Background: an optimization exercise with open tools, aiming at small area. Do not read the settings as production practice.
Where RTL was checked, it was by simulation tests only, not by an equivalence proof against the original.
No driver is modelled on the clock port, so clock power and skew are understated where the tree is cut down; a real chip needs a root buffer or a tree.
Power is estimated from default activity; no workload was simulated.

## AppAlarmClockForFPGA
module AppAlarmClockForFPGA (
	clk,
	pushBtn,
	switches,
	led,
	buzzer,
	ps,
	seg0, seg1,
	seg2, seg3,
	seg4, seg5
);
Size in the first run: roughly 100 flip-flops, about 4700 µm² of cells after synthesis.
export LEC_CHECK = 0
export CAP_MARGIN = 20
export CORE_MARGIN = 2
export CORE_UTILIZATION = 60
export SLEW_MARGIN = 20
create_clock -name core_clock -period 10.0 [get_ports {clk}]
standard.sh (not shown) runs the stock make flow with config.mk's settings and CLKGATE_MAP_FILE= SYNTH_SCRIPT=/design/flow/synth_recipe.tcl, a recipe that flattens the netlist after the stock synthesis.
==> flow/flow/run.sh <==
#!/bin/bash
# Layout flow: the standard ORFS flow with these changes
#  - synthesis: ORFS's synthesis script run with each area-oriented ABC script in
#    flow/abc_*.script (and without the adder-cell extraction); the netlist with the
#    smallest cell area is kept. Registers are mapped before ABC, exactly as in the
#    standard synthesis, which runs first and whose netlist is compared register by register.
#  - port buffers are the smallest buffer (buf_1)
#  - tie cells are not split per load (SKIP_REPAIR_TIE_FANOUT=1)
#  - global placement keeps none of its timing-driven buffering (GPL_KEEP_OVERFLOW=0)
#  - clock tree: the clock port drives 4 clkbuf_16 buffers, each at the centre of a group of
#    flip-flops (flow/clock_tree.tcl); if that would give a flip-flop clock pin more than
#    115 ps of slew, TritonCTS runs instead, with clkbuf_8 buffers and without dummy loads,
#    and a leaf buffer whose flip-flop clock pins would see more than 110 ps of slew becomes
#    a clkbuf_16 (flow/clock_fix.tcl)
# Each tool's output goes to a log file in the work folder.
set -euo pipefail
WORK=$(pwd)
RES=results/$FLOW_PLATFORM/AppAlarmClockForFPGA/base

# standard synthesis, kept for reference (register names and cells)
bash standard.sh SCRIPTS_DIR=$FLOW_HOME/scripts synth > std_synth.log 2>&1
mkdir -p std
cp orfs/$RES/1_2_yosys.v std/1_2_yosys.v
rm -rf orfs

# synthesis candidates, in parallel
for s in flow/abc_*.script; do
  n=$(basename $s .script)
  rm -rf scripts_$n orfs_$n
  cp -r "$FLOW_HOME/scripts" scripts_$n
  cp $s scripts_$n/abc_area.script
  bash standard.sh SCRIPTS_DIR=$WORK/scripts_$n WORK_HOME=$WORK/orfs_$n ABC_AREA=1 ADDER_MAP_FILE= synth > synth_$n.log 2>&1 &
done
wait
best=$(python3 flow/pick.py orfs_abc_* 2> pick.log)
echo "picked $best" >> pick.log
mv orfs_$best orfs

python3 flow/regs.py std/1_2_yosys.v orfs/$RES/1_2_yosys.v > regs_check.log 2>&1

export BUFFER_PORTS_ARGS="-buffer_cell sky130_fd_sc_hd__buf_1"
export GPL_KEEP_OVERFLOW=0
export POST_CTS_TCL=$WORK/flow/clock_fix.tcl
export PRE_CTS_TCL=$WORK/flow/clock_tree.tcl
export CLK_LEAVES=4
export SKIP_REPAIR_TIE_FANOUT=1
export CTS_ARGS="-sink_clustering_enable -repair_clock_nets -dont_use_dummy_load -buf_list sky130_fd_sc_hd__clkbuf_8 -root_buf sky130_fd_sc_hd__clkbuf_8"
bash standard.sh > layout.log 2>&1
Other scripts of this flow, unchanged in this note and not shown: flow/flow/abc_a.script, flow/flow/abc_b.script, flow/flow/abc_c.script, flow/flow/abc_d.script, flow/flow/clock_fix.tcl, flow/flow/clock_tree.tcl, flow/flow/pick.py, flow/flow/regs.py
The first run ran to the end with no violations.
Rerun with:
--- a/flow/design.v
+++ b/flow/design.v
@@ -78,39 +78,49 @@
 	seg_jt = {~j[1] & ~j[2], j[0], j[2] | (j[0] & ~j[1]), j[0] ^ j[1],
 	          j[1] & ~j[2], j[2] & ~j[1], j[0] ^ j[1]};
 endfunction
 function [6:0] seg_ht(input [1:0] b);
 	seg_ht = {~b[1], b[0] | b[1], b[0], b[0], b[1], 1'b0, b[0]};
 endfunction
 wire rst = ~pushBtn[1];
 wire sw9 = switches[9];
-reg [9:0] count;           
 reg [8:0] cnt;             
 reg [1:0] currentState;
 reg [5:0] btn_cnt;
 reg button_state;
 reg alarmflag, timerFlag, buzzerFlag;
 reg led_flash;
 reg switch_old;
 reg [4:0] hours, alarm_hours, timer_hours, stopwatch_hours;
 reg [6:0] minutes, alarm_minutes, timer_minutes, stopwatch_minutes;
 reg [6:0] seconds, timer_seconds, stopwatch_seconds;
-wire tick = ~sw9 & (&count[9:4]) & count[1];
-always @(posedge clk) begin
-	if (rst)
-		count <= 10'd11;
-	else if (~sw9)
-		count <= tick ? 10'd11 : count + 1'b1;
+reg pre_phase;
+reg [8:0] pre_cnt;
+wire pre_end = &pre_cnt;
+wire tick = ~sw9 & pre_end & pre_phase;
+always @(posedge clk) begin
+	if (rst) begin
+		pre_phase <= 1'b0;
+		pre_cnt <= 9'd11;
+	end
+	else if (~sw9) begin
+		if (pre_end) begin
+			pre_phase <= ~pre_phase;
+			pre_cnt <= pre_phase ? 9'd11 : 9'd13;
+		end
+		else
+			pre_cnt <= pre_cnt + 1'b1;
+	end
 end
 always @(posedge clk) begin
 	if (rst)
 		buzzer <= 1'b0;
 	else if (~sw9 & ~tick) begin
-		if (count[9]) begin
+		if (pre_phase) begin
 			if (buzzerFlag & (alarmflag | timerFlag))
 				buzzer <= 1'b1;
 		end
 		else
 			buzzer <= 1'b0;
 	end
 end
 reg [4:0] disp_h;
Via count is lower by 1.9%.
Die area is about the same.
Utilization is lower by 0.42 points.
Area after synthesis barely changes.
Hold slack loses 0.012 ns.
Clock skew fell by 0.019 ns.
Routed wire length went down by 0.46%.
Worst setup slack gains 0.24 ns.
Cell count is lower by 0.65%.
First-iteration DRC count shrinks by 6.9%.
Design area is lower by 0.64%.
Total power came out lower by 3.9%.
Register-to-register slack improves by 0.16 ns.
The clock cells of the second run of this note come from the design's own scripts or RTL, not from TritonCTS.

job 5912:
Another version of the RTL of AppAlarmClockForFPGA (not shown whole).
Size in the first run: roughly 650 cells after synthesis, about 100 flip-flops, roughly 0.0048 sq mm of cells after synthesis.
Settings: LEC_CHECK=0, CAP_MARGIN=20, CORE_MARGIN=2, CORE_UTILIZATION=60, SLEW_MARGIN=20; clock period 10.0 ns.
==> flow/flow/run.sh <==
#!/bin/bash
# Layout flow: the standard ORFS flow with these changes
#  - synthesis: ORFS's synthesis script run with each area-oriented ABC script in
#    flow/abc_*.script (and without the adder-cell extraction); the netlist with the
#    smallest cell area is kept. Registers are mapped before ABC, exactly as in the
#    standard synthesis, which runs first and whose netlist is compared register by register.
#  - port buffers are the smallest buffer (buf_1)
#  - global placement keeps none of its timing-driven buffering (GPL_KEEP_OVERFLOW=0)
#  - clock tree: the clock port drives 4 clkbuf_16 buffers, each at the centre of a group of
#    flip-flops (flow/clock_tree.tcl); if that would give a flip-flop clock pin more than
#    115 ps of slew, TritonCTS runs instead, with clkbuf_8 buffers and without dummy loads,
#    and a leaf buffer whose flip-flop clock pins would see more than 110 ps of slew becomes
#    a clkbuf_16 (flow/clock_fix.tcl)
# Each tool's output goes to a log file in the work folder.
set -euo pipefail
WORK=$(pwd)
RES=results/$FLOW_PLATFORM/AppAlarmClockForFPGA/base

# standard synthesis, kept for reference (register names and cells)
bash standard.sh SCRIPTS_DIR=$FLOW_HOME/scripts synth > std_synth.log 2>&1
mkdir -p std
cp orfs/$RES/1_2_yosys.v std/1_2_yosys.v
rm -rf orfs

# synthesis candidates, in parallel
for s in flow/abc_*.script; do
  n=$(basename $s .script)
  rm -rf scripts_$n orfs_$n
  cp -r "$FLOW_HOME/scripts" scripts_$n
  cp $s scripts_$n/abc_area.script
  bash standard.sh SCRIPTS_DIR=$WORK/scripts_$n WORK_HOME=$WORK/orfs_$n ABC_AREA=1 ADDER_MAP_FILE= synth > synth_$n.log 2>&1 &
done
wait
best=$(python3 flow/pick.py orfs_abc_* 2> pick.log)
echo "picked $best" >> pick.log
mv orfs_$best orfs

python3 flow/regs.py std/1_2_yosys.v orfs/$RES/1_2_yosys.v > regs_check.log 2>&1

export BUFFER_PORTS_ARGS="-buffer_cell sky130_fd_sc_hd__buf_1"
export GPL_KEEP_OVERFLOW=0
export POST_CTS_TCL=$WORK/flow/clock_fix.tcl
export PRE_CTS_TCL=$WORK/flow/clock_tree.tcl
export CLK_LEAVES=4
export CTS_ARGS="-sink_clustering_enable -repair_clock_nets -dont_use_dummy_load -buf_list sky130_fd_sc_hd__clkbuf_8 -root_buf sky130_fd_sc_hd__clkbuf_8"
bash standard.sh > layout.log 2>&1
Other scripts of this flow, unchanged in this note and not shown: flow/flow/abc_a.script, flow/flow/abc_b.script, flow/flow/abc_c.script, flow/flow/abc_d.script, flow/flow/clock_fix.tcl, flow/flow/clock_tree.tcl, flow/flow/pick.py, flow/flow/regs.py
Here is what was changed in the inputs of job 474 compared with job 5912.
-- flow/design.v --
<<< job 5912, line 190
		if (t_dec) timer_seconds <= ms_dec(timer_seconds);
		if (t_dec & ts0) timer_minutes <= ms_dec(timer_minutes);
		else if (set_m & mode2) timer_minutes <= ms_inc(timer_minutes);
		if (t_dec & ts0 & tm0) timer_hours <= h_dec(timer_hours);
		else if (set_h & mode2) timer_hours <= h_inc(timer_hours);
		if (mode2 & ((set_h & ~h_is23(disp_h)) | (set_m & ~ms_is59(disp_m))))
			timerFlag <= 1'b1;
>>> job 474, line 190
		if (t_dec) timer_seconds <= ms_dec(timer_seconds);
		if (t_dec & ts0) timer_minutes <= ms_dec(timer_minutes);
		else if (set_m & mode2) timer_minutes <= disp_m_inc;
		if (t_dec & ts0 & tm0) timer_hours <= h_dec(timer_hours);
		else if (set_h & mode2) timer_hours <= disp_h_inc;
		if (mode2 & ((set_h & ~h_is23(disp_h)) | (set_m & ~ms_is59(disp_m))))
			timerFlag <= 1'b1;
Findings:
- Layout cell share with drive strength beyond 1 essentially unchanged between job 474 and job 5912.
- Job 474 has more setup slack than job 5912.
- Compared with job 5912, job 474 improves time the worst path needs with I/O delays and setup.
- Diff job 5912 -> job 474: utilization has decreased; detailed router's first-iteration violation count has increased.
- Taking job 5912 as the reference, in job 474 power per standard cell area picked up an extra 1.0%; switching portion of total power lost 0.49 points; maximum clock frequency picked up an extra 7.5%; die outline height lost 0.85%; global-route usage picked up an extra 0.21 points.
The RTL of job 5912 was laid out without a check of its function. No run of this note takes its clock network from TritonCTS; it comes from the design's own scripts or RTL.

-- separate check: timing with driven ports --
In the flow no input, the clock included, has a driving cell. The finished layouts below were timed again as built, in two steps.
Step 1, drivers: a clkbuf_16 drives clk and a buf_2 each remaining input, both assumed.
Step 2, shift: input delay + t, output delay - t, t = (earliest + latest rising clock arrival at the registers) / 2. This alone moves slack from input paths to output paths.
a / b / c = no drivers / after step 1 / after step 2; a / b = the first two.
| run | t, ns | setup slack, ns | worst hold slack (ns) | clock arrival spread, ns |
|---|---|---|---|---|
| the first run of note 1 | 0.386 | 4.293 / 4.257 / 4.560 | 0.444 / 0.444 / 0.444 | 0.041 / 0.042 |
| the second run of note 1 | 0.245 | 4.534 / 4.451 / 4.560 | 0.432 / 0.432 / 0.432 | 0.022 / 0.022 |
| job 5912 | 0.234 | 4.073 / 3.997 / 4.231 | 0.415 / 0.415 / 0.415 | 0.032 / 0.032 |
| job 474 | 0.238 | 4.489 / 4.409 / 4.647 | 0.447 / 0.447 / 0.447 | 0.029 / 0.030 |
After both steps setup and hold are still met in every run listed.
